What follows belongs to an exercise in optimizing a design on an open flow for small area; a production flow would make more cautious choices. RTL that was checked went through simulation tests only; none was proved equivalent to the original.

==> nickel <==
## fp16_sum
module fp16_sum(input wire clk,input wire [15:0] num1,num2,output reg [15:0] out);
==> module fp16_sum, before the edit <==
module fp16_sum(input wire clk,input wire [15:0] num1,num2,output reg [15:0] out);
	function automatic [12:0] radd12(input [11:0] a, input [11:0] b, input ci);
		integer k;
		reg c;
		begin
			c = ci;
			for (k = 0; k < 12; k = k + 1) begin
				radd12[k] = a[k] ^ b[k] ^ c;
				c = (a[k] & b[k]) | (c & (a[k] ^ b[k]));
			end
			radd12[12] = c;
		end
	endfunction
	function automatic gt15(input [14:0] a, input [14:0] b);
		integer k;
		reg g;
		begin
			g = 1'b0;
			for (k = 0; k < 15; k = k + 1)
				g = (a[k] & ~b[k]) | (~(a[k] ^ b[k]) & g);
			gt15 = g;
		end
	endfunction
	wire        swap = gt15(num2[14:0], num1[14:0]);
	wire [15:0] big  = swap ? num2 : num1;
	wire [15:0] sma  = swap ? num1 : num2;
	wire        sub  = num1[15] ^ num2[15];
	wire [12:0] dd = radd12({7'd0, big[14:10]}, {7'h7f, ~sma[14:10]}, 1'b1);
	wire [4:0]  d  = dd[4:0];
	wire [10:0] bn = {1'b1, big[9:0]};
	wire [10:0] sn = {1'b1, sma[9:0]} >> d;
	wire [12:0] ps  = radd12({1'b0, bn}, {1'b0, sn ^ {11{sub}}}, sub);
	wire [11:0] pre = {ps[11] ^ sub, ps[10:0]};
	reg  [3:0]  p;
	integer i;
	always @* begin
		p = 4'd0;
		for (i = 0; i < 12; i = i + 1)
			if (pre[i]) p = i;
	end
	wire [11:0] x  = {pre[11:2], pre[1:0] & {2{~sub}}};
	wire [11:0] xs = x << (4'd11 - p);
	wire        nz = |pre;
	wire [12:0] ee = radd12({7'd0, big[14:10]}, {8'd0, p} + 12'hff6, 1'b0);
	wire [4:0]  re = nz ? ee[4:0] : 5'd0;
	wire [9:0]  rm = xs[10:1];
	reg [15:0] s1, s2, s3, s4;
	always @(posedge clk) begin
		s1  <= {big[15], re, rm};
		s2  <= s1;
		s3  <= s2;
		s4  <= s3;
		out <= s4;
	end
endmodule
==> flow/config.mk <==
export PLATFORM = sky130hd
export DESIGN_NAME = fp16_sum
export DESIGN_NICKNAME = fp16_sum
export VERILOG_FILES = /design/flow/design.v
export SDC_FILE = /design/flow/constraint.sdc
export NUM_CORES = 4
export LEC_CHECK = 0
export ABC_AREA = 1
export CAP_MARGIN = 20
export CORE_MARGIN = 2
export CORE_UTILIZATION = 70
export SLEW_MARGIN = 20
==> flow/constraint.sdc <==
create_clock -name core_clock -period 4.5 [get_ports {clk}]
set_input_delay 0.9000 -clock core_clock [delete_from_list [all_inputs] [get_ports {clk}]]
set_output_delay 0.9000 -clock core_clock [all_outputs]
set_load 0.01 [all_outputs]
run.sh (not shown) runs the stock make flow with config.mk's settings and CLKGATE_MAP_FILE= SYNTH_SCRIPT=/design/flow/synth_recipe.tcl, a recipe that flattens the netlist after the stock synthesis.
==> ember (differences from nickel) <==
==> flow/design.v (replaced) <==
`default_nettype none
module fp16_sum(input wire clk,input wire [15:0] num1,num2,output reg [15:0] out);
	function automatic [12:0] radd12(input [11:0] a, input [11:0] b, input ci);
		integer k;
		reg c;
		begin
			c = ci;
			for (k = 0; k < 12; k = k + 1) begin
				radd12[k] = a[k] ^ b[k] ^ c;
				c = (a[k] & b[k]) | (c & (a[k] ^ b[k]));
			end
			radd12[12] = c;
		end
	endfunction
	function automatic gt10(input [9:0] a, input [9:0] b);
		integer k;
		reg g;
		begin
			g = 1'b0;
			for (k = 0; k < 10; k = k + 1)
				g = (a[k] & ~b[k]) | (~(a[k] ^ b[k]) & g);
			gt10 = g;
		end
	endfunction
	wire [4:0]  e1   = num1[14:10];
	wire [4:0]  e2   = num2[14:10];
	wire [12:0] a12  = radd12({7'd0, e1}, {7'h7f, ~e2}, 1'b1);    
	wire [12:0] a21  = radd12({7'd0, e2}, {7'h7f, ~e1}, 1'b1);    
	wire        egt  = ~a12[12];                    
	wire        eeq  = e1 == e2;
	wire [4:0]  d    = egt ? a21[4:0] : a12[4:0];
	wire        swap = egt | (eeq & gt10(num2[9:0], num1[9:0]));    
	wire [9:0]  bm   = swap ? num2[9:0] : num1[9:0];
	wire [9:0]  sm   = swap ? num1[9:0] : num2[9:0];
	wire [10:0] sn   = {1'b1, sm} >> d;
	reg        r1_sign, r1_sub;
	reg [4:0]  r1_exp;
	reg [9:0]  r1_bm;
	reg [10:0] r1_sn;
	always @(posedge clk) begin
		r1_sign <= swap ? num2[15] : num1[15];
		r1_sub  <= num1[15] ^ num2[15];
		r1_exp  <= egt ? e2 : e1;
		r1_bm   <= bm;
		r1_sn   <= sn;
	end
	wire [12:0] ps  = radd12({1'b0, 1'b1, r1_bm}, {1'b0, r1_sn ^ {11{r1_sub}}}, r1_sub);
	wire [11:0] pre = {ps[11] ^ r1_sub, ps[10:0]};
	wire        clr = r1_sub & pre[10];
	reg        r2_sign;
	reg [4:0]  r2_exp;
	reg [11:0] r2_pre;
	always @(posedge clk) begin
		r2_sign <= r1_sign;
		r2_exp  <= r1_exp;
		r2_pre  <= {pre[11:2], pre[1:0] & {2{~clr}}};
	end
	reg  [3:0]  p;
	integer i;
	always @* begin
		p = 4'd0;
		for (i = 0; i < 12; i = i + 1)
			if (r2_pre[i]) p = i;
	end
	wire        lo = ~r2_pre[11] & ~r2_pre[10];
	wire [11:0] x  = {r2_pre[11:2], r2_pre[1:0] & {2{~lo}}};
	wire [11:0] xs = x << (4'd11 - p);
	wire        nz = |r2_pre;
	wire [12:0] ee = radd12({7'd0, r2_exp}, {8'd0, p} + 12'hff6, 1'b0);
	wire [4:0]  re = nz ? ee[4:0] : 5'd0;
	wire [9:0]  rm = xs[10:1];
	reg [15:0] s3, s4;
	always @(posedge clk) begin
		s3  <= {r2_sign, re, rm};
		s4  <= s3;
		out <= s4;
	end
endmodule
- CORE_UTILIZATION: 70 -> 55
- CTS_BUF_LIST: unset -> sky130_fd_sc_hd__clkbuf_4 sky130_fd_sc_hd__clkbuf_8
- CTS_CLUSTER_DIAMETER: unset -> 50
- CTS_CLUSTER_SIZE: unset -> 20
==> summary of the runs <==
In synthesized cell count, ember and nickel do not differ. ember completed without violations. nickel stopped in 3_5_place_dp (DPL-0033). In nickel the synthesized area is smaller than in ember, by 2.1%.
For nickel, only the layout was checked, not whether the RTL still works.

afterwards: timing with drivers on the ports:
In the flow no input, the clock included, has a driving cell. The finished layout below was timed again as built, in two steps. Step 1 (the two cells are an assumption about what drives the block):
set clk [get_ports {clk}]
set_driving_cell -lib_cell sky130_fd_sc_hd__clkbuf_16 $clk
set_driving_cell -lib_cell sky130_fd_sc_hd__buf_2 [delete_from_list [all_inputs] $clk]
Step 2 moves the port delays by t, midway between the first and last clock arrival at a register: inputs arrive t later, outputs are due t later. That takes back most of the time a late clock gives input paths. a / b / c = no drivers / after step 1 / after step 2; a / b = the first two.
run: ember
t, ns: 0.380
setup slack, ns: 0.249 / 0.249 / 0.095
slew at the worst register clock pin (ns): 0.08 / 0.08
After both steps setup and hold are still met in ember. For ember, drivers alone change the setup slack by 0.000 ns; drivers and shift together by -0.154 ns.
